Context: an optimization exercise on an open-source flow, tuned for small area. The choices shown serve that exercise and are no tape-out recipe. The RTL was checked by simulation tests, not by an equivalence proof against the original design. No driver is modelled on the clock port, so clock power and skew are understated where the tree is cut down; a real chip needs a root buffer or a tree. Power and IR drop assume default switching activity.

File: flow/flow/run.sh
#!/bin/bash
# Own layout flow: the standard flow with three changes.
# 1. Synthesis: the standard flow's synthesis script unchanged, except that the final ABC
#    technology mapping uses flow/abc_area.script (area-oriented amap) and the
#    adders are not pre-mapped to half/full-adder cells (ADDER_MAP_FILE empty),
#    so ABC maps them too. Registers are untouched by either.
# 2. Port buffers are buf_1.
# 3. Clock tree: TritonCTS without dummy loads, clkbuf_4 leaf clusters, then
#    flow/leafsize.tcl gives each leaf clock buffer the smallest size that
#    keeps the slew at its flip-flop clock pins at or below LEAF_SLEW_TARGET.
set -euo pipefail
here=$(pwd)
{
  echo 'proc abc {args} {'
  echo '  set i [lsearch -exact $args -script]'
  echo "  if {\$i >= 0} { lset args [expr {\$i + 1}] $here/flow/abc_area.script }"
  echo '  yosys abc {*}$args'
  echo '}'
  cat synth_recipe.tcl
} > synth_area.tcl
make -C "$FLOW_HOME" DESIGN_CONFIG="$here/config.mk" WORK_HOME="$here/orfs" CLKGATE_MAP_FILE= ADDER_MAP_FILE= SYNTH_SCRIPT="$here/synth_area.tcl" synth > synth.log 2>&1
export BUFFER_PORTS_ARGS="-buffer_cell sky130_fd_sc_hd__buf_1"
export CTS_ARGS="-sink_clustering_enable -repair_clock_nets -dont_use_dummy_load -buf_list sky130_fd_sc_hd__clkbuf_4 -sink_clustering_size 12 -sink_clustering_max_diameter 40"
export POST_CTS_TCL="$here/flow/leafsize.tcl"
export LEAF_SLEW_TARGET=0.124
bash standard.sh > standard.log 2>&1
File: flow/config.mk
export PLATFORM = sky130hd
export DESIGN_NAME = audio_top
export DESIGN_NICKNAME = audio_top
export VERILOG_FILES = /design/flow/design.v
export SDC_FILE = /design/flow/constraint.sdc
export NUM_CORES = 8
export LEC_CHECK = 0
export CAP_MARGIN = 20
export CORE_MARGIN = 2
export CORE_UTILIZATION = 50
export SLEW_MARGIN = 20
File: flow/standard.sh
#!/bin/bash
# synth_recipe.tcl (not shown) runs the flow's synth.tcl, then flattens the netlist and writes it again
# the make line also repeats each setting of config.mk as NAME=value (left out here)
make -C /OpenROAD-flow-scripts/flow DESIGN_CONFIG=/design/flow/config.mk WORK_HOME=/design/flow/orfs CLKGATE_MAP_FILE= SYNTH_SCRIPT=/design/flow/synth_recipe.tcl "${@:-finish}"
File: flow/constraint.sdc
create_clock -name core_clock -period 40.0 [get_ports {MCLK}]
set_input_delay 8.0000 -clock core_clock [delete_from_list [all_inputs] [get_ports {MCLK}]]
set_output_delay 8.0000 -clock core_clock [all_outputs]
set_load 0.01 [all_outputs]
File: flow/design.v
module clock_div (
	input clk, reset,
	output reg [8:0] n
);
always @(posedge clk)
	if (reset)
		n <= 9'h1ff;
	else
		n <= n + 9'd1;
endmodule
module i2s_decode
	#(parameter RESOLUTION = 24)
(
	input clk,
	input [8:0] n,
	input data_in,
	input [RESOLUTION-1:0] word_L, word_R,
	output reg [RESOLUTION-1:0] data_out_L, data_out_R,
	output top
);
reg [RESOLUTION-1:0] sr;
wire [4:0] q = n[7:3];
wire shift = (n[2:0] == 3'd7) && (q >= 5'd1) && (q <= 5'd24);
wire take = (n[7:0] == 8'd7);
always @(posedge clk) begin
	if (take)
		sr <= n[8] ? word_L : word_R;
	else if (shift)
		sr <= {sr[RESOLUTION-2:0], data_in};
	if (take & ~n[8])
		data_out_L <= sr;
	if (take & n[8])
		data_out_R <= sr;
end
assign top = sr[RESOLUTION-1];
endmodule
module i2s_encode
(
	input clk,
	input [8:0] n,
	input top,
	output reg data_out
);
wire [4:0] q = n[7:3];
always @(posedge clk)
	if ((n[2:0] == 3'd3) && (q >= 5'd1) && (q <= 5'd24))
		data_out <= top;
endmodule
module clipping
	#(parameter RESOLUTION = 24, SHIFT = 6)
(
	input enable,
	input [RESOLUTION-1:0] data_in,
	output [RESOLUTION-1:0] data_out
);
assign data_out = enable ? (data_in << SHIFT) : data_in;
endmodule
module echo
	#(parameter W = 44, DEPTH = 128)
(
	input clk, reset, step, enable,
	input [7:0] n,
	input [W-1:0] push,
	output [W-1:0] delayed,
	output acc
);
reg [W*DEPTH-1:0] ring;
reg [6:0] ptr;
reg pending;
wire window = n[7] ^ (n[6:3] != 4'd0);	 
assign acc = pending & window & (n[6:0] == ptr);
assign delayed = ring[W*DEPTH-1 -: W];
always @(posedge clk) begin
	ring <= {ring[W*(DEPTH-1)-1:0], acc ? push : delayed};
	if (reset) begin
		pending <= 1'b0;
		ptr <= 7'd0;
	end else begin
		if (step)
			pending <= enable;
		else if (acc)
			pending <= 1'b0;
		ptr <= ptr + {6'd0, acc};
	end
end
endmodule
module effects
	#(parameter RESOLUTION = 24, BW = 22)
(
	input clk, ce_step, ce_flag, ce_load, own, acc, sw0,
	input [RESOLUTION-1:0] data_in,
	input [BW-1:0] delayed,
	output [BW-1:0] push,
	output reg [RESOLUTION-1:0] data_out
);
reg [BW-1:0] c;
reg flag;
wire [RESOLUTION-1:0] clip;
wire [RESOLUTION-1:0] base = ce_load ? clip : data_out;
clipping #(.RESOLUTION(RESOLUTION), .SHIFT(6)) clp (.enable(ce_step ? sw0 : flag), .data_in(data_in), .data_out(clip));
always @(posedge clk) begin
	if (ce_step)
		c <= clip[BW-1:0];
	if (ce_flag)
		flag <= sw0;
	data_out <= base + ((acc & own) ? {delayed, 2'b00} : {RESOLUTION{1'b0}});
end
assign push = own ? data_out[BW-1:0] : c;
endmodule
module audio_top
	#(parameter RESOLUTION = 24, ECHO_DEPTH = 128)
(
	input MCLK,
	input reset,
	input GPIO3,
	input [9:0] SW,
	output GPIO1, GPIO2, GPIO4,
	output [9:0] LEDR
	);
localparam BW = 22;	 
wire [8:0] n;
wire [RESOLUTION-1:0] data_L_in, data_R_in, effects_L_out, effects_R_out;
wire [BW-1:0] push_L, push_R, delayed_L, delayed_R;
wire acc, top;
clock_div clk0 (.clk(MCLK), .reset(reset), .n(n));
assign GPIO2 = ~n[2];	 
assign GPIO1 = ~n[8];	 
wire step = n[7:0] == 8'hff;
wire s0 = step & n[8];
wire s32 = step & ~n[8];
wire p1 = n == 9'd7;
wire p33 = n == 9'd263;
i2s_decode #(.RESOLUTION(RESOLUTION)) dec (.clk(MCLK), .n(n), .data_in(GPIO3),
	.word_L(effects_L_out), .word_R(effects_R_out),
	.data_out_L(data_L_in), .data_out_R(data_R_in), .top(top));
effects #(.RESOLUTION(RESOLUTION), .BW(BW)) eL1 (.clk(MCLK), .ce_step(s32), .ce_flag(s0), .ce_load(p33), .own(n[8]),
	.acc(acc), .sw0(SW[0]), .data_in(data_R_in), .delayed(delayed_L), .push(push_L), .data_out(effects_L_out));
effects #(.RESOLUTION(RESOLUTION), .BW(BW)) eR1 (.clk(MCLK), .ce_step(s0), .ce_flag(s32), .ce_load(p1), .own(~n[8]),
	.acc(acc), .sw0(SW[0]), .data_in(data_L_in), .delayed(delayed_R), .push(push_R), .data_out(effects_R_out));
echo #(.W(2*BW), .DEPTH(ECHO_DEPTH)) dl (.clk(MCLK), .reset(reset), .step(step), .enable(SW[1]), .n(n[7:0]),
	.push({push_L, push_R}), .delayed({delayed_L, delayed_R}), .acc(acc));
i2s_encode enc (.clk(MCLK), .n(n), .top(top), .data_out(GPIO4));
assign LEDR[9:1] = data_L_in[RESOLUTION-2:RESOLUTION-10];
assign LEDR[0] = data_L_in[0];
endmodule
File: flow/flow/abc_area.script
strash
dc2
dch -f
amap
topo
File: flow/flow/leafsize.tcl
# Resize each leaf clock buffer (one that drives flip-flop clock pins) to the
# smallest clkbuf that keeps the slew at its flip-flop clock pins at or below
# LEAF_SLEW_TARGET (ns), then legalise the placement again.
proc leaf_worst_slew {pins} {
  set w 0.0
  foreach p $pins {
    foreach a {min max} { foreach e {rise fall} {
      set s [get_property $p slew_${a}_$e]
      if {$s > $w} { set w $s }
    }}
  }
  return $w
}
set target $::env(LEAF_SLEW_TARGET)
set sizes {sky130_fd_sc_hd__clkbuf_2 sky130_fd_sc_hd__clkbuf_4 sky130_fd_sc_hd__clkbuf_8 sky130_fd_sc_hd__clkbuf_16}
estimate_parasitics -placement
set nleaf 0
set changed 0
foreach inst [[ord::get_db_block] getInsts] {
  set m [[$inst getMaster] getName]
  if {![string match sky130_fd_sc_hd__clkbuf_* $m]} continue
  set onet [[$inst findITerm X] getNet]
  if {$onet eq "NULL"} continue
  set pins {}
  set leaf 1
  foreach it [$onet getITerms] {
    if {![$it isInputSignal] && ![$it isClocked]} { if {[$it getInst] eq $inst} continue }
    if {[$it getInst] eq $inst} continue
    set mt [$it getMTerm]
    if {[$mt getName] ne "CLK"} { set leaf 0; break }
    lappend pins [get_pins [[$it getInst] getName]/CLK]
  }
  if {!$leaf || [llength $pins] == 0} continue
  incr nleaf
  set name [$inst getName]
  set chosen $m
  foreach sz $sizes {
    replace_cell [get_cells $name] $sz
    if {[leaf_worst_slew $pins] <= $target} { set chosen $sz; break }
    set chosen $sz
  }
  if {$chosen ne $m} { incr changed }
}
puts "leafsize: $nleaf leaf buffers, $changed resized"
detailed_placement
check_placement -verbose
==> metrics.md, run 1 <==
| Metric | Value |
|---|---|
| Fin crit share | `30.6%` |
| WHS Endpoint | `dl.ring[371]$_DFF_P_` |
| Critical Path Slowest Stage Cell | `buf_4` |
| Remaining DRCs | `0` |
| Final-report hold violation count | `0` |
| Initial antenna violation count | `11` |
| Power Density | `62.1 nW/um^2` |
| Pin count of the biggest net entering global routing | `51` |
| Most used cell, CP | `nor2_1` |
| Post-DRT Antenna Nets | `0` |
| Core Area | `243,000 um^2` |
| Total clock sinks | `5,816` |
| Multi-input gate area | `3800 um^2` |
| Worst EP required | `41.15 ns` |
| Wire length per cell | `13.4 um` |
| Synth area leaders | `dfxtp_1 94%, edfxtp_1 3.0%, nor2_1 0.63%` |
| Placer Congestion | `0.731` |
| Mapped Area | `122,000 um^2` |
| Final setup violation count | `0` |
| Critical Path Source Type | `primary input` |
| Max-cap violations | `0` |
| Layout Nets | `7,266` |
| Synth async-reset ratio | `0%` |
| Flops & latches, synth | `a little under 6,000` |
| Slowest stage delay, CP | `0.35 ns` |
| R2R Path End | `eL1.data_out[23]$_DFF_P_` |
| Iteration-0 DRC Markers | `1,604` |
| Worst-Skew Late Latency | `1.32 ns` |
| Hold Path Cell Cnt | `0` |
| R2R Setup Slk | `around 32 ns` |
| Worst R2R Start | `clk0.n[0]$_SDFF_PP1_` |
| DR vias | `43,600` |
| Setup Skew | `0.159 ns` |
| Syn Nets | `6,635` |
| Period minus WS final | `about 12 ns` |
| Setup CP Type | `primary input to flop` |
| Worst Setup End Kind | `flop` |
| Max VDD drop | `0.0371 mV` |
| Most frequent cells after synthesis | `5,693 x dfxtp_1, 203 x nor2_1, 127 x nand2_1, 123 x edfxtp_1, 79 x nor2b_1` |
| Hold/Removal Path Class | `flop to flop` |
| Row count | `about 180` |
| Worst Tran Pin Value | `roughly 1.0 ns` |
| EDFF count, synth | `123` |
| Total grt overflow | `0` |
| R2R depth | `between 40 and 50` |
| Die Width | `497 um` |
| Synth Flop Type | `dfxtp_1` |
| Tot GR Track Use | `roughly 12%` |
| IO buf count | `17` |
| Final Slew Violations | `0` |
| Status | `complete, no violations` |
| Seq/Total Area, Yosys | `approximately 97%` |
| PnR Total Power | `approximately 0.008 W` |
| WL final | `~140,000 um` |
| Post-route setup TNS | `0 ns` |
| Worst Path Arrival | `13.38 ns` |
| Top Ports | `26` |
| # fillers | `19,400` |
| Synth warnings | `5` |
| Critical Path Fanout Max | `31` |
| Hold_sp | `dl.ring[327]$_DFF_P_` |
| Storage cell area | `118,000 um^2` |
| Die Area | `248,000 um^2` |
| Initial Util | `between 50% and 60%` |
| Syn avg cell area | `18.4 um^2` |
| Syn Inst Count | `6,622` |
| Clk slew on worst S/H paths | `0.10 ns` |
| Synth-to-Final Area Change | `7.09%` |
| Synth top area share | `around 94%` |
| First-pass iteration count of the detailed router | `5` |
| Post-DP HPWL | `about 74,000 um` |
| Most frequent cell after synthesis | `dfxtp_1` |
| Layout cells sized above 1 | `8.73%` |
| Vias per inst | `4.16` |
| Distinct cell type count of the synthesized netlist | `37` |
| LEAKAGE | `51.0 nW` |
| Yosys top cell by area | `dfxtp_1` |
| Global-route wire length before repair | `233,000 um` |
| RSZ-0062 raised after global routing | `false` |
| Die height | `497 um` |
| Vias in the first global route | `45,400` |
| Peak Freq | `between 80 and 90 MHz` |
| CTS tree | `yes` |
| Slew headroom | `30.4%` |
==> worst max-delay path by stage <==
stage	from	end	slack (ns)	depth (start not counted)
after floorplan	SW[0]	eL1.data_out[23]$_DFF_P_	26.92	32
after global placement	SW[0]	eL1.data_out[23]$_DFF_P_	26.42	35
after detailed placement	SW[0]	eL1.data_out[23]$_DFF_P_	26.51	34
after global routing	SW[0]	eL1.data_out[23]$_DFF_P_	27.19	35
final	SW[0]	eL1.data_out[23]$_DFF_P_	27.77	35
==> flip-flops by register name, summed over array words and instances (netlist names) <==
signal          count
enc.data_out        1
eR1.data_out       24
eL1.data_out       24
dec.data_out_L     24
eR1.c              22
eL1.flag            1
eR1.flag            1
dl.ring          5632
eL1.c              22
dec.data_out_R     24
dl.pending          1
dl.ptr              7
dec.sr             24
clk0.n              9
==> per-stage QoR <==
step | util [%] | setup slack (ns) | hold WS [ns] | std cells | instance area (um^2)
global route | 53.7 | 27.19 | 0.163 | 10500 | 130000
floorplan | - | 26.92 | 0.310 | 6622 | 122000
finish | 53.7 | 27.77 | 0.164 | 10500 | 130000
global placement | 51.9 | 26.42 | 0.310 | 9846 | 126000
detailed placement | 51.9 | 26.51 | 0.312 | 9846 | 126000
==> report_power, final <==
part | switching [W] | internal, W | leakage [nW] | total [W]
logic | 0.0000309 | 0.00000945 | 1.32 | 0.0000403
clock network | 0.00155 | 0.000682 | 2.77 | 0.00223
registers | 0.00000452 | 0.00582 | 47.0 | 0.00582
total | 0.00159 | 0.00651 | 51.0 | 0.00809
==> per-layer routing <==
layer / track usage (%) / share of wire, %
met1: 16.7 / 52
met2: 16.2 / 40
met3: 3.31 / 4.8
met4: 5.29 / 3.3
met5: 0 / 0.019
==> cell type report <==
class                      count  area share [%]
sequential                  5816            90.2
clock buffer                 607            3.41
tap                         3202            3.07
multi-input combinational    724            2.92
inverter                      72           0.207
timing repair buffer          32           0.135
antenna                       17          0.0326
==> placed cells by master, fill, tap and decap left out, drive strengths merged, types with 17 or more instances in the layout <==
cell type / synthesis / routed
clkbuf: 0 / 607
a21oi: 52 / 52
nor2b: 79 / 79
nor2: 203 / 203
nand2: 127 / 127
o21ai: 26 / 26
a31oi: 65 / 65
buf: 10 / 32
o22a: 28 / 28
edfxtp: 123 / 123
o22ai: 39 / 39
dfxtp: 5693 / 5693
diode: 0 / 17
clkinv: 72 / 71
==> cell families (layout without fill, tap and decap cells) <==
| kind of cell | Yosys count | after routing | synth area share [%] |
|---|---|---|---|
| DFF | 5816 | 5816 | 96.6 |
| and+or+nand+nor | 457 | 457 | 1.66 |
| AOI/OAI and AO/OA | 260 | 260 | 1.38 |
| buffers and inverters | 82 | 711 | 0.284 |
| xor gates and xnor gates | 7 | 7 | 0.0503 |
| other | 0 | 17 | 0 |
==> worst max-delay path: cells and delay by family <==
kind / cells / cell delay, ns
AO/OA/AOI/OAI: 13 / 2.61
AND/OR/NAND/NOR: 17 / 1.94
buffers and inverters: 5 / 0.82
==> run 2, diff against run 1 <==
--- a/flow/config.mk
+++ b/flow/config.mk
@@ -7,5 +7,6 @@
 export LEC_CHECK = 0
 export CAP_MARGIN = 20
 export CORE_MARGIN = 2
-export CORE_UTILIZATION = 50
+export CORE_UTILIZATION = 40
+export GPL_ROUTABILITY_DRIVEN = 0
 export SLEW_MARGIN = 20
==> run 2 against run 1 <==
Net effect: highest routed layer unchanged; count of clock-buffer cells in the layout shrank 31; first-iteration DRC count grew 57%; hold slack gained 0.037 ns; critical endpoint unchanged; core utilization shrank 10 points; critical path type unchanged; largest cell class unchanged; non-clock buffer count shrank 4.
==> metrics.md, run 2 <==
| Metric | Value |
|---|---|
| Die Area | `309,000 um^2` |
| Worst slack on hold paths | `0.201 ns` |
| Layout cells sized above 1 | `just over 8%` |
| Crit path buf inv count | `5` |
| Most frequent cell after synthesis | `dfxtp_1` |
| Most used cell, CP | `nor2_1` |
| Most frequent cells after synthesis | `5,693 x dfxtp_1, 203 x nor2_1, 127 x nand2_1, 123 x edfxtp_1, 79 x nor2b_1` |
| Slew headroom | `37.8%` |
| Vias per inst | `3.89` |
| Yosys top cell by area | `dfxtp_1` |
| Distinct cell type count of the synthesized netlist | `37` |
| Syn avg cell area | `approximately 18 um^2` |
| Hold/Removal Path Class | `flop to flop` |
| Post-DP HPWL | `67,200 um` |
| Initial antenna violation count | `16` |
| Die height | `556 um` |
| Worst Setup SP | `SW[0]` |
| Layout Nets | `about 7,200` |
| PnR Total Power | `0.00807 W` |
| Worst Tran Pin Value | `0.933 ns` |
| Max-cap violations | `0` |
| Commonest non-fill, non-tap cell in the layout | `dfxtp_1` |
| Initial Util | `roughly two fifths` |
| Syn Nets | `6,635` |
| DR top layer | `met5` |
| Final setup violation count | `0` |
| Synth async-reset ratio | `0%` |
| Synth Flop Type | `dfxtp_1` |
| Synth top area share | `roughly 94%` |
| Worst Path Arrival | `between 10 and 15 ns` |
| Worst Setup End Kind | `flop` |
| Core Area | `303,000 um^2` |
| Tot GR Track Use | `8.69%` |
| Peak Freq | `81.5 MHz` |
| Final Non-Filler Cells | `roughly 11,000` |
| Period minus WS final | `12.27 ns` |
| Flops & latches, synth | `5,816` |
| Wl on met1 | `69,000 um` |
| Dpl cells | `10,600` |
| Pin count of the biggest net entering global routing | `87` |
| DR vias | `43,500` |
| Remaining DRCs | `0` |
| Setup Skew | `0.130 ns` |
| Crit path max-delay family | `compound AO/OA/AOI/OAI gates` |
| Clk slew on worst S/H paths | `approximately 0.11 ns` |
| Synth-to-Final Area Change | `7.73%` |
| Mapped Area | `122,000 um^2` |
| IO buf count | `17` |
| Global-route wire length before repair | `224,000 um` |
| Post-route setup TNS | `0 ns` |
| First-pass iteration count of the detailed router | `6` |
| WL final | `approximately 130,000 um` |
| RSZ-0062 raised after global routing | `false` |
| Synth warnings | `5` |
| Final Slew Violations | `0` |
| Worst EP required | `just over 40 ns` |
| Top Ports | `26` |
| Synth area leaders | `dfxtp_1 94%, edfxtp_1 3.0%, nor2_1 0.63%` |
| Final Util | `43.3%` |
| Hold_sp | `dl.ring[1887]$_DFF_P_` |
| Die Width | `556 um` |
| Total grt overflow | `0` |
| Total clock sinks | `5,816` |
| Detail Route met3 WL | `7410 um` |
| # fillers | `26,400` |
| Slowest stage delay, CP | `0.33 ns` |
| Wire length per cell | `11.8 um` |
| Max reg flops | `5,632` |
| Row count | `202` |
| Power Density | `61.5 nW/um^2` |
| Critical Path Fanout Max | `31` |
| Post-DRT Antenna Nets | `0` |
| Syn Inst Count | `roughly 6,600` |
| Fin crit share | `30.7%` |
| Met2 WL | `about 50,000 um` |
| Setup CP Type | `primary input to flop` |
| Critical Path Slowest Stage Cell | `buf_4` |
| EDFF count, synth | `around 120` |
| Storage cell area | `118,000 um^2` |
| Status | `complete, no violations` |
| LEAKAGE | `50.9 nW` |
| Max VDD drop | `approximately 0.035 mV` |
| Most frequent cells in the layout | `5,693 x dfxtp_1, 568 x clkbuf_4, 197 x nor2_1` |
| Register with the most flip-flops | `dl.ring` |
| Multi-input gate area | `3800 um^2` |
| Worst-Skew Late Latency | `1.23 ns` |
| Final-report hold violation count | `0` |
| Seq/Total Area, Yosys | `96.6%` |
| Vias in the first global route | `44,800` |
| Critical Path Source Type | `primary input` |
| CTS tree | `yes` |
| Iteration-0 DRC Markers | `2,515` |
| Worst R2R Start | `clk0.n[0]$_SDFF_PP1_` |
-- run 2: changes by cell type in the layout (fill, tap and decap cells not counted), moves of 5 or more --
cell / change
buf_4: -5
clkbuf_2: -39
clkbuf_4: +7
diode_2: -11
-- run 2: logic make-up after synthesis --
| kind of cell | count (synthesis) | synth area share (%) |
|---|---|---|
| buffers and inverters | 82 | 0.284 |
| AND/OR/NAND/NOR | 457 | 1.66 |
| flip-flops | 5816 | 96.6 |
| AO/OA/AOI/OAI | 260 | 1.38 |
| XOR/XNOR | 7 | 0.0503 |
-- run 2: through the flow --
step	worst slack, ns	instance area, um^2
6_report	27.73	131000
5_1_grt	27.27	131000
3_5_place_dp	26.75	127000
3_3_place_gp	26.38	127000
2_1_floorplan	26.92	122000
-- run 2: cell type report --
type	count	share of cell area, %
Antenna cell	6	0.0114
Clock buffer	576	3.29
Inverter	72	0.206
Multi-Input combinational cell	724	2.90
Sequential cell	5816	89.7
Tap cell	3978	3.79
Timing Repair Buffer	28	0.114
-- run 2: per-layer routing --
metal	up-vias	track usage, %
met5	-	0
met4	14	4.29
li1	21900	-
met2	966	11.7
met3	417	2.39
met1	20200	12.7
-- run 2: worst paths after layout --
| kind | slack (ns) | endpoint | cells past startpoint |
|---|---|---|---|
| worst max register to register | 31.43 | eL1.data_out[23]$_DFF_P_ | 41 |
| worst min-delay path | 0.20 | dl.ring[1931]$_DFF_P_ | 0 |
| worst max-delay path | 27.73 | eL1.data_out[23]$_DFF_P_ | 35 |
| worst min register to register | 0.20 | dl.ring[1931]$_DFF_P_ | 0 |
-- run 2: where the power goes --
part	internal [W]	switching (W)
Clock	0.000667	0.00155
Combinational	0.00000950	0.0000284
Sequential	0.00582	0.00000443
Total	0.00649	0.00158
-- run 2: worst reg2reg max path, delay by kind of cell (launching register included) --
| family | cells | cell delay, ns |
|---|---|---|
| AOI/OAI and AO/OA | 12 | 2.58 |
| and+or+nand+nor | 20 | 2.57 |
| DFF | 1 | 0.43 |
| buffers and inverters | 9 | 2.87 |
==> run 3, diff against run 2 <==
==> flow/config.mk (replaced) <==
export PLATFORM = sky130hd
export DESIGN_NAME = audio_top
export DESIGN_NICKNAME = audio_top
export VERILOG_FILES = /design/flow/design.v
export SDC_FILE = /design/flow/constraint.sdc
export NUM_CORES = 8
export LEC_CHECK = 0
export CAP_MARGIN = 0
export CORE_MARGIN = 2
export CORE_UTILIZATION = 40
export SLEW_MARGIN = 0
==> run 3 against run 2 <==
Net effect: critical endpoint unchanged; fmax grew 1.1%; count of clock-buffer cells in the layout grew 33; register-to-register slack is essentially flat; area after synthesis is the same; global-route usage grew 1.0 points; sequential share of layout area shrank 0.12 points.
==> metrics.md, run 3 <==
| Metric | Value |
|---|---|
| Synth async-reset ratio | `0%` |
| Tot GR Track Use | `9.70%` |
| Post-route setup TNS | `0 ns` |
| Post-DRT Antenna Nets | `0` |
| Die Width | `between 500 and 600 um` |
| Adder-cell share of the synthesized area | `0%` |
| Worst Setup End Kind | `flop` |
| Period minus WS final | `12.14 ns` |
| Vias per inst | `slightly below 4` |
| CTS tree | `yes` |
| Die Area | `309,000 um^2` |
| Most frequent cells after synthesis | `5,693 x dfxtp_1, 203 x nor2_1, 127 x nand2_1, 123 x edfxtp_1, 79 x nor2b_1` |
| Max VDD drop | `0.0321 mV` |
| WL final | `148,000 um` |
| Worst EP required | `41.22 ns` |
| Syn Inst Count | `around 6,600` |
| Slowest stage delay, CP | `between 0.3 and 0.4 ns` |
| Distinct cell type count of the synthesized netlist | `37` |
| Synth Area in Simple Gates | `1.66%` |
| Commonest non-fill, non-tap cell in the layout | `dfxtp_1` |
| Critical Path Fanout Max | `31` |
| Synth top area share | `93.6%` |
| Remaining DRCs | `0` |
| Final Slew Violations | `0` |
| Status | `complete, no violations` |
| Post-DP HPWL | `77,700 um` |
| Placer Congestion | `~0.73` |
| Setup CP Type | `primary input to flop` |
| Worst-Skew Late Latency | `1.44 ns` |
| Layout Nets | `7,269` |
| Initial Util | `40.2%` |
| # fillers | `26,600` |
| Global-route wire length before repair | `~240,000 um` |
| LEAKAGE | `51.1 nW` |
| Wire length per cell | `13.2 um` |
| Yosys top cell by area | `dfxtp_1` |
| Final Non-Filler Cells | `around 11,000` |
| Crit path buf inv count | `5` |
| Final setup violation count | `0` |
| Vias in the first global route | `45,700` |
| Setup Skew | `between 0.2 and 0.25 ns` |
| Slew headroom | `25.7%` |
| Pin count of the biggest net entering global routing | `a little under 60` |
| Core Area | `slightly above 300,000 um^2` |
| Most frequent cells in the layout | `5,693 x dfxtp_1, 545 x clkbuf_4, 197 x nor2_1` |
| First-pass iteration count of the detailed router | `4` |
| Synth area leaders | `dfxtp_1 94%, edfxtp_1 3.0%, nor2_1 0.63%` |
| Critical Path Slowest Stage Cell | `buf_4` |
| Complex-gate fraction of the synthesized area | `1.38%` |
| Max-cap violations | `0` |
| Most frequent cell after synthesis | `dfxtp_1` |
| Seq/Total Area, Yosys | `96.6%` |
| Peak Freq | `about 80 MHz` |
| Synth Flop Type | `dfxtp_1` |
| IO buf count | `17` |
| Row count | `202` |
| EDFF count, synth | `around 120` |
| Clk slew on worst S/H paths | `0.10 ns` |
| Top Ports | `26` |
| Final-report hold violation count | `0` |
| Total grt overflow | `0` |
| Syn Nets | `6,635` |
| Die height | `556 um` |
| Mapped Area | `122,000 um^2` |
| DR vias | `43,500` |
| Most used cell, CP | `nor2_1` |
| Synth warnings | `5` |
| Crit path max-delay family | `compound AO/OA/AOI/OAI gates` |
| Mux share of post-synthesis cell area | `0%` |
| Register with the most flip-flops | `dl.ring` |
| Worst Tran Pin Value | `about 1.1 ns` |
| Syn avg cell area | `18.4 um^2` |
| Dpl cells | `10,600` |
| RSZ-0062 raised after global routing | `false` |
| Max reg flops | `5,632` |
| Xor and xnor area share after synthesis | `less than 1%` |
| Hold/Removal Path Class | `flop to flop` |
| Critical Path Source Type | `primary input` |
| Flops & latches, synth | `5,816` |
| Power Density | `~62 nW/um^2` |
| Total clock sinks | `5,816` |
| Initial antenna violation count | `14` |
| Iteration-0 DRC Markers | `1,584` |
| Worst Path Arrival | `roughly 13 ns` |
| Layout cells sized above 1 | `8.74%` |
| Fin crit share | `between 30% and 40%` |
| Largest family of logic cells by synthesized area | `simple AND/OR/NAND/NOR gates` |
| Synth-to-Final Area Change | `7.88%` |
## run 3: routing by layer
metal	vias up	part of all wire (%)	wire length, um	track usage [%]
met4	8	3.8	5620	4.76
met2	688	40	58800	13.6
li1	22000	-	-	-
met3	497	4.5	6610	2.34
met1	20300	52	76900	14.0
met5	-	0.032	47	0
## run 3: stage by stage
step                setup slack (ns)  utilization, %  total power [W]  hold WS (ns)  cell area, um^2
finish                         27.86            43.4          0.00812         0.229           131000
global route                   27.23            43.4          0.00851         0.231           131000
detailed placement             26.39            41.9          0.00600         0.312           127000
global placement               25.99            41.9          0.00600         0.310           127000
floorplan                      26.92               -          0.00598         0.310           122000
## run 3: power breakdown
group / total, W / switching [W] / internal [W]
logic: 0.0000427 / 0.0000332 / 0.00000950
registers: 0.00582 / 0.00000528 / 0.00582
clock network: 0.00225 / 0.00157 / 0.000677
total: 0.00812 / 0.00161 / 0.00650
## run 3: worst paths after layout
kind                         start                        to  slack (ns)  depth (start not counted)
max                          SW[0]  eL1.data_out[23]$_DFF_P_       27.86                         34
min          dl.ring[2366]$_DFF_P_     dl.ring[2410]$_DFF_P_        0.23                          0
max reg2reg   clk0.n[1]$_SDFF_PP1_  eL1.data_out[23]$_DFF_P_       31.43                         46
min reg2reg  dl.ring[2366]$_DFF_P_     dl.ring[2410]$_DFF_P_        0.23                          0
## run 3: final cells by class
cell class                      count  area [um^2]  share of cell area (%)
Sequential cell                  5816       118000                    89.6
Tap cell                         3978         4980                    3.79
Clock buffer                      609         4440                    3.38
Multi-Input combinational cell    724         3800                    2.90
Inverter                           72          270                   0.206
Timing Repair Buffer               33          184                   0.140
Antenna cell                       10         25.0                  0.0190
## run 3: cell families (layout without fill, tap and decap cells)
logic type / Yosys count / count (layout)
flops: 5816 / 5816
simple gates: 457 / 457
compound gates: 260 / 260
buf+inv: 82 / 714
xor+xnor: 7 / 7
other cells: 0 / 10
## run 3: worst reg2reg max path, delay by kind of cell, from the launching register on
family | cells | cell delay [ns]
simple gates | 24 | 3.47
compound gates | 13 | 2.64
flops | 1 | 0.40
buf+inv | 9 | 1.96
==> run 4, diff against run 3 <==
--- a/flow/flow/run.sh
+++ b/flow/flow/run.sh
@@ -22,5 +22,5 @@
 export BUFFER_PORTS_ARGS="-buffer_cell sky130_fd_sc_hd__buf_1"
 export CTS_ARGS="-sink_clustering_enable -repair_clock_nets -dont_use_dummy_load -buf_list sky130_fd_sc_hd__clkbuf_4 -sink_clustering_size 12 -sink_clustering_max_diameter 40"
 export POST_CTS_TCL="$here/flow/leafsize.tcl"
-export LEAF_SLEW_TARGET=0.124
+export LEAF_SLEW_TARGET=0.12
 bash standard.sh > standard.log 2>&1
--- a/flow/config.mk
+++ b/flow/config.mk
@@ -5,7 +5,7 @@
 export SDC_FILE = /design/flow/constraint.sdc
 export NUM_CORES = 8
 export LEC_CHECK = 0
-export CAP_MARGIN = 0
+export CAP_MARGIN = 20
 export CORE_MARGIN = 2
 export CORE_UTILIZATION = 40
-export SLEW_MARGIN = 0
+export SLEW_MARGIN = 20
==> run 4 against run 3 <==
Net effect: hold slack stayed put; register-to-register slack about the same; clock power about the same; flip-flop and latch count unchanged; non-clock buffer count did not move; synthesized cell count unchanged; worst setup slack better by 0.0047 ns; fmax hardly changed; clock skew shrank 0.011 ns; sequential share of layout area is 0.065 points lower.
==> metrics.md, run 4 <==
| Metric | Value |
|---|---|
| Most frequent cells after synthesis | `5,693 x dfxtp_1, 203 x nor2_1, 127 x nand2_1, 123 x edfxtp_1, 79 x nor2b_1` |
| Top Ports | `26` |
| Final Slew Violations | `0` |
| Worst-Skew Late Latency | `1.43 ns` |
| Worst Tran Pin Value | `1.08 ns` |
| Yosys top cell by area | `dfxtp_1` |
| Final-report hold violation count | `0` |
| Critical Path Source Type | `primary input` |
| Iteration-0 DRC Markers | `between 1,500 and 2,000` |
| Die Width | `between 500 and 600 um` |
| Total clock sinks | `5,816` |
| Syn avg cell area | `roughly 18 um^2` |
| Critical Path Slowest Stage Cell | `buf_4` |
| CTS tree | `yes` |
| Total grt overflow | `0` |
| Remaining DRCs | `0` |
| Synth area leaders | `dfxtp_1 94%, edfxtp_1 3.0%, nor2_1 0.63%` |
| Max reg flops | `roughly 5,600` |
| Wire length per cell | `around 13 um` |
| Core Area | `303,000 um^2` |
| Clk slew on worst S/H paths | `0.10 ns` |
| Die Area | `roughly 310,000 um^2` |
| Status | `complete, no violations` |
| Syn Nets | `between 6,000 and 7,000` |
| Global-route wire length before repair | `around 240,000 um` |
| Most frequent cells in the layout | `5,693 x dfxtp_1, 533 x clkbuf_4, 197 x nor2_1` |
| Die height | `556 um` |
| Final Util | `43.4%` |
| Vias per inst | `3.87` |
| Initial Util | `around two fifths` |
| Post-DP HPWL | `roughly 78,000 um` |
| Period minus WS final | `around 12 ns` |
| Commonest non-fill, non-tap cell in the layout | `dfxtp_1` |
| Vias in the first global route | `45,700` |
| Max-cap violations | `0` |
| Setup Skew | `0.191 ns` |
| Worst EP required | `just over 40 ns` |
| Slowest stage delay, CP | `0.35 ns` |
| Final Non-Filler Cells | `11,200` |
| Finished Cell Area | `between 100,000 and 150,000 um^2` |
| Tot GR Track Use | `9.70%` |
| LEAKAGE | `51.1 nW` |
| RSZ-0062 raised after global routing | `false` |
| First-pass iteration count of the detailed router | `4` |
| Flops & latches, synth | `slightly below 6,000` |
| Row count | `202` |
| IO buf count | `17` |
| DP Area | `between 100,000 and 150,000 um^2` |
| Power Density | `a little over 60 nW/um^2` |
| Synth top area share | `93.6%` |
| Pin count of the biggest net entering global routing | `58` |
| Dpl cells | `10,600` |
| EDFF count, synth | `123` |
| Placer Congestion | `0.729` |
| Peak Freq | `82.4 MHz` |
| Worst Setup End Kind | `flop` |
| Fin crit share | `30.3%` |
| Synth-to-Final Area Change | `7.95%` |
| Post-DRT Antenna Nets | `0` |
| Distinct cell type count of the synthesized netlist | `37` |
| Setup CP Type | `primary input to flop` |
| Most used cell, CP | `nor2_1` |
| Worst Path Arrival | `~13 ns` |
| Storage cell area | `118,000 um^2` |
| Slew headroom | `27.4%` |
| Synth Flop Type | `dfxtp_1` |
| Syn Inst Count | `6,622` |
| DR vias | `43,500` |
| # fillers | `26,600` |
| Multi-input gate area | `3800 um^2` |
| Post-route setup TNS | `0 ns` |
| Most frequent cell after synthesis | `dfxtp_1` |
| Initial antenna violation count | `14` |
| WL final | `148,000 um` |
| Final setup violation count | `0` |
| Seq/Total Area, Yosys | `96.6%` |
| Layout cells sized above 1 | `about 8.8%` |
| Critical Path Fanout Max | `31` |
| Synth async-reset ratio | `0%` |
| Layout Nets | `between 7,000 and 8,000` |
| Hold/Removal Path Class | `flop to flop` |
| Mapped Area | `122,000 um^2` |
| Register with the most flip-flops | `dl.ring` |
| Synth warnings | `5` |
| Max VDD drop | `0.0321 mV` |
-- run 4: cell counts after synthesis --
Identical to the previous run, type by type.
-- run 4: layer usage --
metal  wire, um  global-route usage [%]  vias to the layer above
met4       5660                    4.75                        8
li1           -                       -                    22000
met3       6650                    2.33                      502
met2      58700                    13.6                      697
met1      76900                    14.0                    20300
met5         47                       0                        -
-- run 4: stage by stage --
stage | worst slack (ns) | hold slack (ns) | total power, W
2_1_floorplan | 26.92 | 0.310 | 0.00598
3_3_place_gp | 25.99 | 0.310 | 0.00600
3_5_place_dp | 26.40 | 0.312 | 0.00600
5_1_grt | 27.24 | 0.228 | 0.00853
6_report | 27.87 | 0.229 | 0.00813
-- run 4: cells by family (layout without fill, tap and decap cells) --
| logic type | count (synthesis) | count (layout) | synth area share (%) |
|---|---|---|---|
| and+or+nand+nor | 457 | 457 | 1.66 |
| other | 0 | 11 | 0 |
| AOI/OAI and AO/OA | 260 | 260 | 1.38 |
| xor gates and xnor gates | 7 | 7 | 0.0503 |
| DFF | 5816 | 5816 | 96.6 |
| buffers and inverters | 82 | 714 | 0.284 |
-- run 4: worst paths after layout --
kind | startpoint | slack, ns | to | cells past startpoint
setup / recovery | SW[0] | 27.87 | eL1.data_out[23]$_DFF_P_ | 34
hold reg to reg | dl.ring[2366]$_DFF_P_ | 0.23 | dl.ring[2410]$_DFF_P_ | 0
setup reg to reg | clk0.n[0]$_SDFF_PP1_ | 31.43 | eL1.data_out[23]$_DFF_P_ | 46
hold / removal | dl.ring[2366]$_DFF_P_ | 0.23 | dl.ring[2410]$_DFF_P_ | 0
-- run 4: final cells by class --
type	instances	share of cell area (%)
Sequential cell	5816	89.5
Tap cell	3978	3.79
Clock buffer	609	3.45
Multi-Input combinational cell	724	2.89
Inverter	72	0.206
Timing Repair Buffer	33	0.140
Antenna cell	11	0.0209
-- run 4: critical path, delay by kind of cell --
kind,cells,cell delay (ns)
AO/OA/AOI/OAI,13,2.65
buffers and inverters,5,0.83
AND/OR/NAND/NOR,16,1.82
-- run 4: power by group --
group	internal, W	switching, W
registers	0.00582	0.00000527
logic	0.00000950	0.0000333
clock network	0.000693	0.00158
==> run 5, diff against run 4 <==
--- a/flow/flow/run.sh
+++ b/flow/flow/run.sh
@@ -21,6 +21,7 @@
 make -C "$FLOW_HOME" DESIGN_CONFIG="$here/config.mk" WORK_HOME="$here/orfs" CLKGATE_MAP_FILE= ADDER_MAP_FILE= SYNTH_SCRIPT="$here/synth_area.tcl" synth > synth.log 2>&1
 export BUFFER_PORTS_ARGS="-buffer_cell sky130_fd_sc_hd__buf_1"
 export CTS_ARGS="-sink_clustering_enable -repair_clock_nets -dont_use_dummy_load -buf_list sky130_fd_sc_hd__clkbuf_4 -sink_clustering_size 12 -sink_clustering_max_diameter 40"
-export POST_CTS_TCL="$here/flow/leafsize.tcl"
+export POST_CTS_TCL="$here/flow/post_cts.tcl"
+export DISSOLVE_MAX_SINKS=10 DISSOLVE_RADIUS_UM=70
 export LEAF_SLEW_TARGET=0.12
 bash standard.sh > standard.log 2>&1
==> flow/flow/dissolve.tcl (new file) <==
# Dissolve small leaf clock clusters: move each sink of a leaf buffer with few
# sinks to the nearest other leaf whose flip-flop clock-pin slew stays at or
# below LEAF_SLEW_TARGET, and delete the emptied buffer.
proc pin_worst_slew {pins} {
  set w 0.0
  foreach p $pins {
    foreach a {min max} { foreach e {rise fall} {
      set s [get_property $p slew_${a}_$e]
      if {$s > $w} { set w $s }
    }}
  }
  return $w
}
proc leaf_sinks {net inst} {
  set r {}
  foreach it [$net getITerms] {
    if {[$it getInst] eq $inst} continue
    lappend r $it
  }
  return $r
}
proc iterm_pin {it} { return [get_pins [[$it getInst] getName]/[[$it getMTerm] getName]] }
proc iterm_xy {it} { set b [[$it getInst] getBBox]; return [list [expr {([$b xMin]+[$b xMax])/2}] [expr {([$b yMin]+[$b yMax])/2}]] }

set target $::env(LEAF_SLEW_TARGET)
set maxsinks $::env(DISSOLVE_MAX_SINKS)
set radius [expr {$::env(DISSOLVE_RADIUS_UM) * [[ord::get_db_block] getDbUnitsPerMicron]}]
set block [ord::get_db_block]
estimate_parasitics -placement

# leaves: buffers whose output drives only flip-flop clock pins
set leaves {}
foreach inst [$block getInsts] {
  set m [[$inst getMaster] getName]
  if {![regexp {__clkbuf_[0-9]+$} $m]} continue
  set net [[$inst findITerm X] getNet]
  if {$net eq "NULL"} continue
  set ok 1; set n 0
  foreach it [leaf_sinks $net $inst] {
    if {[[$it getMTerm] getName] ne "CLK"} { set ok 0; break }
    incr n
  }
  if {$ok && $n > 0} { lappend leaves [list $n $inst] }
}
set leaves [lsort -integer -index 0 $leaves]
set alive [dict create]
foreach l $leaves { dict set alive [[lindex $l 1] getName] 1 }
set dissolved 0
foreach l $leaves {
  lassign $l n inst
  if {$n > $maxsinks} break
  set name [$inst getName]
  set net [[$inst findITerm X] getNet]
  set sinks [leaf_sinks $net $inst]
  set moved {}
  set fail 0
  foreach it $sinks {
    lassign [iterm_xy $it] sx sy
    # candidate leaves by distance from the sink to the leaf buffer
    set cands {}
    dict for {oname a} $alive {
      if {!$a || $oname eq $name} continue
      set oi [$block findInst $oname]
      set ob [$oi getBBox]
      set d [expr {abs(([$ob xMin]+[$ob xMax])/2 - $sx) + abs(([$ob yMin]+[$ob yMax])/2 - $sy)}]
      if {$d <= $radius} { lappend cands [list $d $oi] }
    }
    set placed 0
    foreach c [lsort -integer -index 0 $cands] {
      set oi [lindex $c 1]
      set onet [[$oi findITerm X] getNet]
      $it disconnect
      $it connect $onet
      estimate_parasitics -placement
      set pins {}
      foreach s [leaf_sinks $onet $oi] { lappend pins [iterm_pin $s] }
      if {[pin_worst_slew $pins] <= $target} { set placed 1; lappend moved [list $it $net]; break }
      $it disconnect
      $it connect $net
    }
    if {!$placed} { set fail 1; break }
  }
  if {$fail} {
    foreach mv $moved { lassign $mv it onet; $it disconnect; $it connect $onet }
    estimate_parasitics -placement
    continue
  }
  # all sinks moved: remove the buffer and its net
  dict set alive $name 0
  odb::dbInst_destroy $inst
  odb::dbNet_destroy $net
  incr dissolved
}
estimate_parasitics -placement
puts "dissolve: $dissolved leaf buffers removed"
==> flow/flow/post_cts.tcl (new file) <==
source [file dirname [info script]]/dissolve.tcl
source [file dirname [info script]]/leafsize.tcl
==> run 5 against run 4 <==
Net effect: largest power group unchanged; critical path type unchanged; clock power about the same; register-to-register slack got worse by 0.15 ns; critical endpoint unchanged; non-clock buffer count unchanged; flip-flop and latch count unchanged; worst setup slack got worse by 0.065 ns; synthesized cell count unchanged; largest cell class unchanged.
==> metrics.md, run 5 <==
| Metric | Value |
|---|---|
| Dpl cells | `10,600` |
| Synth warnings | `5` |
| Final Slew Violations | `0` |
| Synth Flop Type | `dfxtp_1` |
| Worst Setup End Kind | `flop` |
| Final setup violation count | `0` |
| Seq/Total Area, Yosys | `96.6%` |
| Worst Tran Pin Value | `around 1.1 ns` |
| Period minus WS final | `12.20 ns` |
| Finished Cell Area | `between 100,000 and 150,000 um^2` |
| Total grt overflow | `0` |
| Syn Nets | `approximately 6,600` |
| Distinct cell type count of the synthesized netlist | `37` |
| Critical Path Source Type | `primary input` |
| Final Non-Filler Cells | `11,200` |
| Total clock sinks | `5,816` |
| Most frequent cells in the layout | `5,693 x dfxtp_1, 556 x clkbuf_4, 197 x nor2_1` |
| Fin crit share | `30.5%` |
| Syn Inst Count | `6,622` |
| Synth async-reset ratio | `0%` |
| Post-DP HPWL | `roughly 78,000 um` |
| Layout Nets | `slightly above 7,000` |
| Mapped Area | `122,000 um^2` |
| Worst EP required | `41.20 ns` |
| Post-route setup TNS | `0 ns` |
| Peak Freq | `roughly 82 MHz` |
| Most frequent cell after synthesis | `dfxtp_1` |
| Worst Path Arrival | `about 13 ns` |
| Placer Congestion | `0.729` |
| Top Ports | `26` |
| Critical Path Slowest Stage Cell | `buf_4` |
| WL final | `roughly 150,000 um` |
| Final-report hold violation count | `0` |
| Slew headroom | `between 20% and 30%` |
| LEAKAGE | `51.0 nW` |
| Die Area | `309,000 um^2` |
| Die Width | `556 um` |
| Syn avg cell area | `18.4 um^2` |
| Tot GR Track Use | `9.68%` |
| Wire length per cell | `13.2 um` |
| Setup CP Type | `primary input to flop` |
| Initial Util | `40.2%` |
| Die height | `about 560 um` |
| Row count | `202` |
| Global-route wire length before repair | `241,000 um` |
| DR vias | `around 43,000` |
| Critical Path Fanout Max | `31` |
| RSZ-0062 raised after global routing | `false` |
| Yosys top cell by area | `dfxtp_1` |
| Max reg flops | `around 5,600` |
| Synth area leaders | `dfxtp_1 94%, edfxtp_1 3.0%, nor2_1 0.63%` |
| Most used cell, CP | `nor2_1` |
| Core Area | `303,000 um^2` |
| Max-cap violations | `0` |
| Clk slew on worst S/H paths | `0.11 ns` |
| Pin count of the biggest net entering global routing | `between 50 and 60` |
| Vias in the first global route | `between 40,000 and 50,000` |
| DP Area | `~130,000 um^2` |
| Status | `complete, no violations` |
| Initial antenna violation count | `14` |
| Vias per inst | `3.86` |
| Remaining DRCs | `0` |
| Crit path max-delay family | `compound AO/OA/AOI/OAI gates` |
| Post-DRT Antenna Nets | `0` |
| Max VDD drop | `0.0321 mV` |
| Layout cells sized above 1 | `under 10%` |
| First-pass iteration count of the detailed router | `4` |
| Hold/Removal Path Class | `flop to flop` |
| Worst-Skew Late Latency | `roughly 1.4 ns` |
| Most frequent cells after synthesis | `5,693 x dfxtp_1, 203 x nor2_1, 127 x nand2_1, 123 x edfxtp_1, 79 x nor2b_1` |
| Crit path buf inv count | `5` |
| Synth top area share | `93.6%` |
| Flops & latches, synth | `5,816` |
| Setup Skew | `0.185 ns` |
| Register with the most flip-flops | `dl.ring` |
| EDFF count, synth | `123` |
| Synth-to-Final Area Change | `7.85%` |
| Power Density | `61.8 nW/um^2` |
| Iteration-0 DRC Markers | `around 1,600` |
| IO buf count | `17` |
| Commonest non-fill, non-tap cell in the layout | `dfxtp_1` |
| Slowest stage delay, CP | `roughly 0.36 ns` |
-- run 5: cells by family after synthesis --
family,synth area share (%)
buffers and inverters,0.284
XOR/XNOR,0.0503
flip-flops,96.6
AO/OA/AOI/OAI,1.38
AND/OR/NAND/NOR,1.66
-- run 5: area by class of cell --
class / count / area (um^2)
Clock buffer: 574 / 4400
Multi-Input combinational cell: 724 / 3800
Tap cell: 3978 / 4980
Timing Repair Buffer: 33 / 184
Antenna cell: 10 / 25.0
Fill cell: 26600 / 171000
Sequential cell: 5816 / 118000
Inverter: 72 / 270
-- run 5: worst paths after layout --
path                   startpoint                  endpoint  slack [ns]  cells past startpoint
max reg2reg  clk0.n[0]$_SDFF_PP1_  eL1.data_out[23]$_DFF_P_       31.28                     46
max                         SW[0]  eL1.data_out[23]$_DFF_P_       27.80                     34
min reg2reg   dl.ring[12]$_DFF_P_       dl.ring[56]$_DFF_P_        0.23                      0
min           dl.ring[12]$_DFF_P_       dl.ring[56]$_DFF_P_        0.23                      0
-- run 5: through the flow --
step / utilization [%] / hold slack [ns] / total power (W) / setup slack [ns]
final: 43.4 / 0.231 / 0.00811 / 27.80
after global routing: 43.4 / 0.218 / 0.00850 / 27.20
after detailed placement: 41.9 / 0.312 / 0.00600 / 26.40
after global placement: 41.9 / 0.310 / 0.00600 / 25.99
after floorplan: - / 0.310 / 0.00598 / 26.92
-- run 5: routing by layer --
| metal | vias to the layer above | wire length (um) | global-route usage [%] |
|---|---|---|---|
| met2 | 640 | 59000 | 13.7 |
| met3 | 460 | 6370 | 2.23 |
| met5 | - | 50 | 0 |
| met4 | 8 | 5220 | 4.52 |
| met1 | 20300 | 77100 | 14.0 |
| li1 | 21900 | - | - |
-- run 5: power by group --
part | switching, W | internal (W) | total [W]
registers | 0.00000533 | 0.00582 | 0.00582
clock network | 0.00157 | 0.000681 | 0.00225
logic | 0.0000332 | 0.00000950 | 0.0000427
==> run 6, diff against run 5 <==
--- a/flow/flow/run.sh
+++ b/flow/flow/run.sh
@@ -23,5 +23,5 @@
 export CTS_ARGS="-sink_clustering_enable -repair_clock_nets -dont_use_dummy_load -buf_list sky130_fd_sc_hd__clkbuf_4 -sink_clustering_size 12 -sink_clustering_max_diameter 40"
 export POST_CTS_TCL="$here/flow/post_cts.tcl"
 export DISSOLVE_MAX_SINKS=10 DISSOLVE_RADIUS_UM=70
-export LEAF_SLEW_TARGET=0.12
+export LEAF_SLEW_TARGET=0.124
 bash standard.sh > standard.log 2>&1
==> run 6 against run 5 <==
Net effect: hold slack got worse by 0.0025 ns; still clean; largest power group unchanged; die area unchanged; power decreased by 0.27%.
==> metrics.md, run 6 <==
| Metric | Value |
|---|---|
| Status | `complete, no violations` |
| Iteration-0 DRC Markers | `1,552` |
| Final-report hold violation count | `0` |
| R2R Setup Slk | `31.37 ns` |
| Wire length per cell | `13.2 um` |
| Mapped Area | `122,000 um^2` |
| CP endpoint | `eL1.data_out[23]$_DFF_P_` |
| Post-DRT Antenna Nets | `0` |
| Layout Nets | `7,228` |
| Row count | `202` |
| PnR Total Power | `0.00809 W` |
| Synth area leaders | `dfxtp_1 94%, edfxtp_1 3.0%, nor2_1 0.63%` |
| Critical Path Fanout Max | `31` |
| Worst Path Arrival | `~13 ns` |
| Critical Path Source Type | `primary input` |
| IO buf count | `17` |
| Sequential Power Share | `72.0%` |
| Most frequent cell after synthesis | `dfxtp_1` |
| Total grt overflow | `0` |
| Synth async-reset ratio | `0%` |
| Syn Nets | `6,635` |
| Net Sw Frac | `about a fifth` |
| R2R depth | `46` |
| Setup Skew | `0.167 ns` |
| Commonest non-fill, non-tap cell in the layout | `dfxtp_1` |
| Syn Inst Count | `6,622` |
| Clock power frac | `27.5%` |
| Layout cells sized above 1 | `slightly above 8%` |
| Most frequent cells in the layout | `5,693 x dfxtp_1, 563 x clkbuf_4, 197 x nor2_1` |
| WL final | `about 150,000 um` |
| R2R Path End | `eL1.data_out[23]$_DFF_P_` |
| Synth top area share | `93.6%` |
| LEAKAGE | `between 50 and 60 nW` |
| Initial antenna violation count | `14` |
| Seq/Total Area, Yosys | `96.6%` |
| Worst EP required | `41.20 ns` |
| RSZ-0062 raised after global routing | `false` |
| Vias in the first global route | `about 45,000` |
| Die height | `556 um` |
| Core Area | `303,000 um^2` |
| Most used cell, CP | `nor2_1` |
| Synth Flop Type | `dfxtp_1` |
| Power Density | `approximately 62 nW/um^2` |
| Worst Setup SP | `SW[0]` |
| Clk slew on worst S/H paths | `0.11 ns` |
| Die Area | `309,000 um^2` |
| Syn avg cell area | `~18 um^2` |
| Post-DP HPWL | `77,700 um` |
| Synth-to-Final Area Change | `7.75%` |
| Setup CP Type | `primary input to flop` |
| Tot GR Track Use | `9.69%` |
| Critical Path Slowest Stage Cell | `buf_4` |
| Fin crit share | `between 30 and 40%` |
| Hold/Removal Path Class | `flop to flop` |
| Total clock sinks | `5,816` |
| Flops & latches, synth | `5,816` |
| Vias per inst | `3.86` |
| Worst-Skew Late Latency | `1.43 ns` |
| Max reg flops | `5,632` |
| Global-route wire length before repair | `241,000 um` |
| Register with the most flip-flops | `dl.ring` |
| Combinational power share | `0.5%` |
| DR vias | `around 43,000` |
| Worst Setup End Kind | `flop` |
| Period minus WS final | `12.23 ns` |
| Top Ports | `26` |
| Max VDD drop | `0.0321 mV` |
| Placer Congestion | `0.729` |
| Worst Tran Pin Value | `approximately 1.1 ns` |
| Initial Util | `between 40% and 50%` |
| Final Slew Violations | `0` |
| Post-route setup TNS | `0 ns` |
| Yosys top cell by area | `dfxtp_1` |
| Remaining DRCs | `0` |
| Net Sw Power | `0.00160 W` |
| Final setup violation count | `0` |
| # fillers | `26,600` |
| Peak Freq | `slightly above 80 MHz` |
| Worst R2R Start | `clk0.n[0]$_SDFF_PP1_` |
| First-pass iteration count of the detailed router | `4` |
| Slew headroom | `between 20% and 30%` |
| Pin count of the biggest net entering global routing | `58` |
| Distinct cell type count of the synthesized netlist | `37` |
| EDFF count, synth | `123` |
| Pint | `0.00649 W` |
| Max-cap violations | `0` |
| Synth warnings | `5` |
| Die Width | `556 um` |
| Slowest stage delay, CP | `0.36 ns` |
| Most frequent cells after synthesis | `5,693 x dfxtp_1, 203 x nor2_1, 127 x nand2_1, 123 x edfxtp_1, 79 x nor2b_1` |
==> run 6: cell counts after synthesis <==
No cell type changed its count.
==> run 6: how the worst min path moves through the flow <==
| stage | cells after the start | slack, ns | end | from |
|---|---|---|---|---|
| floorplan | 0 | 0.31 | dl.ring[1000]$_DFF_P_ | dl.ring[956]$_DFF_P_ |
| global placement | 0 | 0.31 | dl.ring[1532]$_DFF_P_ | dl.ring[1488]$_DFF_P_ |
| detailed placement | 0 | 0.31 | dl.ring[1167]$_DFF_P_ | dl.ring[1123]$_DFF_P_ |
| global route | 0 | 0.21 | dl.ring[1454]$_DFF_P_ | dl.ring[1410]$_DFF_P_ |
| finish | 0 | 0.23 | dl.ring[1454]$_DFF_P_ | dl.ring[1410]$_DFF_P_ |
==> run 6: final cells by class <==
cell class / count / area, um^2 / share of cell area, %
Antenna cell: 12 / 30.0 / 0.0229
Tap cell: 3978 / 4980 / 3.79
Clock buffer: 568 / 4280 / 3.26
Multi-Input combinational cell: 724 / 3800 / 2.90
Sequential cell: 5816 / 118000 / 89.7
Timing Repair Buffer: 33 / 184 / 0.140
Inverter: 72 / 270 / 0.206
==> run 6: metrics by stage <==
stage,instances,hold WS (ns),area (um^2),worst slack (ns),utilization [%]
3_5_place_dp,10600,0.312,127000,26.40,41.9
6_report,11200,0.228,131000,27.77,43.3
2_1_floorplan,6622,0.310,122000,26.92,-
5_1_grt,11200,0.205,131000,27.20,43.3
3_3_place_gp,10600,0.310,127000,25.99,41.9
==> run 6: logic make-up (layout without fill, tap and decap cells) <==
logic type	count (synthesis)	after routing	share of synthesized area, %
DFF	5816	5816	96.6
and+or+nand+nor	457	457	1.66
AOI/OAI and AO/OA	260	260	1.38
buffers and inverters	82	673	0.284
xor gates and xnor gates	7	7	0.0503
other	0	12	0
==> run 6: power by group through the flow <==
stage          clock network (W)  logic (W)  registers [W]
2_1_floorplan                  0  0.0000221        0.00595
3_3_place_gp                   0  0.0000448        0.00596
3_5_place_dp                   0  0.0000445        0.00596
5_1_grt                  0.00260  0.0000484        0.00583
6_report                 0.00222  0.0000429        0.00582
==> run 6: routing by layer <==
metal / GRT usage, % / routed length [um]
met1: 14.0 / 77300
met2: 13.7 / 59200
met3: 2.21 / 6190
met4: 4.49 / 5140
met5: 0 / 50
==> run 6: worst max-delay path, delay by kind of cell <==
family          cells  cell delay [ns]
buf+inv             5             0.87
simple gates       16             1.83
compound gates     13             2.68
==> run 7, diff against run 6 <==
--- a/flow/flow/run.sh
+++ b/flow/flow/run.sh
@@ -1,13 +1,17 @@
 #!/bin/bash
-# Own layout flow: the standard flow with three changes.
+# Own layout flow: the standard flow (standard.sh) with these changes.
 # 1. Synthesis: the standard flow's synthesis script unchanged, except that the final ABC
 #    technology mapping uses flow/abc_area.script (area-oriented amap) and the
 #    adders are not pre-mapped to half/full-adder cells (ADDER_MAP_FILE empty),
-#    so ABC maps them too. Registers are untouched by either.
+#    so ABC maps them too. Neither touches the registers.
 # 2. Port buffers are buf_1.
-# 3. Clock tree: TritonCTS without dummy loads, clkbuf_4 leaf clusters, then
-#    flow/leafsize.tcl gives each leaf clock buffer the smallest size that
+# 3. Clock tree: TritonCTS without dummy loads and with clkbuf_4 sink clusters
+#    of at most 12 flip-flops; then, after CTS (flow/post_cts.tcl),
+#    flow/dissolve.tcl moves the flip-flops of small leaf clusters to nearby
+#    leaves that stay within LEAF_SLEW_TARGET and removes the emptied buffers,
+#    and flow/leafsize.tcl gives each leaf clock buffer the smallest size that
 #    keeps the slew at its flip-flop clock pins at or below LEAF_SLEW_TARGET.
+# Each tool's output is in synth.log, standard.log and ORFS's orfs/logs/.
 set -euo pipefail
 here=$(pwd)
 {
==> run 7 against run 6 <==
Net effect: worst setup slack stayed put; flip-flop and latch count stayed put; core utilization stayed put; critical path depth stayed put; register-to-register slack hardly changed; area after synthesis stayed put; fmax stayed put; sequential power hardly changed; critical endpoint unchanged.
==> metrics.md, run 7 <==
| Metric | Value |
|---|---|
| Layout Nets | `7,228` |
| Syn Inst Count | `about 6,600` |
| Worst-Skew Late Latency | `between 1 and 1.5 ns` |
| Most frequent cells in the layout | `5,693 x dfxtp_1, 563 x clkbuf_4, 197 x nor2_1` |
| Vias in the first global route | `45,400` |
| Synth top area share | `93.6%` |
| Slowest stage delay, CP | `0.36 ns` |
| Status | `complete, no violations` |
| Remaining DRCs | `0` |
| Seq/Total Area, Yosys | `96.6%` |
| Critical Path Slowest Stage Cell | `buf_4` |
| Yosys top cell by area | `dfxtp_1` |
| Syn avg cell area | `18.4 um^2` |
| Initial Util | `40.2%` |
| Placer Congestion | `0.729` |
| First-pass iteration count of the detailed router | `4` |
| Total grt overflow | `0` |
| Layout cells sized above 1 | `8.24%` |
| Post-DP HPWL | `77,700 um` |
| Die Width | `556 um` |
| Final-report hold violation count | `0` |
| Peak Freq | `81.7 MHz` |
| Die height | `556 um` |
| Max VDD drop | `0.0321 mV` |
| Clk slew on worst S/H paths | `between 0.1 and 0.15 ns` |
| Die Area | `309,000 um^2` |
| Most frequent cell after synthesis | `dfxtp_1` |
| Worst Setup End Kind | `flop` |
| Crit path buf inv count | `5` |
| Met2 WL | `59,200 um` |
| Wire length per cell | `13.2 um` |
| Flops & latches, synth | `between 5,000 and 6,000` |
| Mapped Area | `between 100,000 and 150,000 um^2` |
| Wl on met1 | `~77,000 um` |
| Slew headroom | `between 20% and 30%` |
| LEAKAGE | `50.9 nW` |
| RSZ-0062 raised after global routing | `false` |
| DR vias | `43,300` |
| Hold/Removal Path Class | `flop to flop` |
| Setup Skew | `0.167 ns` |
| Fin crit share | `between 30 and 40%` |
| Max-cap violations | `0` |
| Synth Flop Type | `dfxtp_1` |
| Initial antenna violation count | `14` |
| Synth area leaders | `dfxtp_1 94%, edfxtp_1 3.0%, nor2_1 0.63%` |
| Top Ports | `26` |
| Syn Nets | `between 6,000 and 7,000` |
| Total clock sinks | `5,816` |
| Critical Path Fanout Max | `31` |
| Pin count of the biggest net entering global routing | `58` |
| IO buf count | `17` |
| Critical Path Source Type | `primary input` |
| EDFF count, synth | `roughly 120` |
| Tot GR Track Use | `under 10%` |
| Vias per inst | `between 3 and 4` |
| WL final | `148,000 um` |
| Final setup violation count | `0` |
| Crit path max-delay family | `compound AO/OA/AOI/OAI gates` |
| Distinct cell type count of the synthesized netlist | `37` |
| Period minus WS final | `roughly 12 ns` |
| Final Slew Violations | `0` |
| Detail Route met3 WL | `6190 um` |
| Final Util | `43.3%` |
| DR top layer | `met5` |
| Register with the most flip-flops | `dl.ring` |
| Post-DRT Antenna Nets | `0` |
| Row count | `202` |
| Global-route wire length before repair | `241,000 um` |
| Max reg flops | `approximately 5,600` |
| Iteration-0 DRC Markers | `between 1,500 and 2,000` |
| Synth async-reset ratio | `0%` |
| Power Density | `61.6 nW/um^2` |
| Most frequent cells after synthesis | `5,693 x dfxtp_1, 203 x nor2_1, 127 x nand2_1, 123 x edfxtp_1, 79 x nor2b_1` |
| Setup CP Type | `primary input to flop` |
| Worst slack on hold paths | `0.228 ns` |
| Commonest non-fill, non-tap cell in the layout | `dfxtp_1` |
| Worst EP required | `just over 40 ns` |
| Worst Path Arrival | `13.43 ns` |
| Synth-to-Final Area Change | `7.75%` |
| Post-route setup TNS | `0 ns` |
| Worst Tran Pin Value | `1.12 ns` |
| Most used cell, CP | `nor2_1` |
| Core Area | `303,000 um^2` |
| Synth warnings | `5` |
-- run 7: kinds of logic after synthesis --
logic type             share of synthesized area [%]
XOR/XNOR                                      0.0503
buffers and inverters                          0.284
AO/OA/AOI/OAI                                   1.38
flip-flops                                      96.6
AND/OR/NAND/NOR                                 1.66
-- run 7: path summary, 6_finish.rpt --
path | startpoint | cells past startpoint | to | slack [ns]
min | dl.ring[1410]$_DFF_P_ | 0 | dl.ring[1454]$_DFF_P_ | 0.23
min reg2reg | dl.ring[1410]$_DFF_P_ | 0 | dl.ring[1454]$_DFF_P_ | 0.23
max | SW[0] | 34 | eL1.data_out[23]$_DFF_P_ | 27.77
max reg2reg | clk0.n[0]$_SDFF_PP1_ | 46 | eL1.data_out[23]$_DFF_P_ | 31.37
-- run 7: layout make-up --
cell class,instances,area (um^2)
Inverter,72,270
Tap cell,3978,4980
Fill cell,26600,172000
Clock buffer,568,4280
Sequential cell,5816,118000
Antenna cell,12,30.0
Timing Repair Buffer,33,184
Multi-Input combinational cell,724,3800
-- run 7: metrics by stage --
step | setup slack, ns | instances | power, W | cell area (um^2)
global route | 27.20 | 11200 | 0.00848 | 131000
finish | 27.77 | 11200 | 0.00809 | 131000
global placement | 25.99 | 10600 | 0.00600 | 127000
floorplan | 26.92 | 6622 | 0.00598 | 122000
detailed placement | 26.40 | 10600 | 0.00600 | 127000
-- run 7: power breakdown --
group          internal [W]  switching, W  leakage (nW)
combinational    0.00000950     0.0000334          1.32
sequential          0.00582    0.00000528          47.0
clock              0.000660       0.00156          2.62
-- run 7: routing by layer --
layer,GRT usage [%],up-vias
met2,13.7,629
li1,-,21900
met1,14.0,20300
met3,2.21,451
met5,0,-
met4,4.49,8

==> re-timing with driven ports <==
The results above use ideal ports. As a check the final layouts listed here were re-extracted and re-timed, cells and wires unchanged.
Step 1: set_driving_cell puts a clkbuf_16 on MCLK and a buf_2 on each other input, an assumption about the parent block.
Step 2, shift: input delay + t, output delay - t, t = (earliest + latest rising clock arrival at the registers) / 2. This alone moves slack from input paths to output paths.
Slacks: ideal / step 1 / step 2; pairs: ideal / step 1.
run | shift t [ns] | setup WS [ns] | hold slack, ns | worst setup path at the end | latest minus earliest clock arrival (ns)
run 1 | 1.350 | 27.769 / 27.693 / 26.343 | 0.164 / 0.164 / 0.164 | input to register | 0.208 / 0.208
run 2 | 1.259 | 27.733 / 27.705 / 26.446 | 0.201 / 0.201 / 0.201 | input to register | 0.176 / 0.176
run 3 | 1.415 | 27.862 / 27.837 / 26.422 | 0.229 / 0.229 / 0.229 | input to register | 0.202 / 0.202
run 4 | 1.418 | 27.867 / 27.841 / 26.423 | 0.229 / 0.229 / 0.229 | input to register | 0.207 / 0.207
run 5 | 1.429 | 27.801 / 27.776 / 26.346 | 0.231 / 0.231 / 0.231 | input to register | 0.195 / 0.195
run 6 | 1.427 | 27.766 / 27.739 / 26.312 | 0.228 / 0.228 / 0.228 | input to register | 0.174 / 0.174
run 7 | 1.427 | 27.766 / 27.739 / 26.312 | 0.228 / 0.228 / 0.228 | input to register | 0.174 / 0.174
After both steps every run listed still meets setup and hold. The setup slack of run 5, which loses most, moves by -0.025 ns with the drivers and by -1.455 ns with both steps.
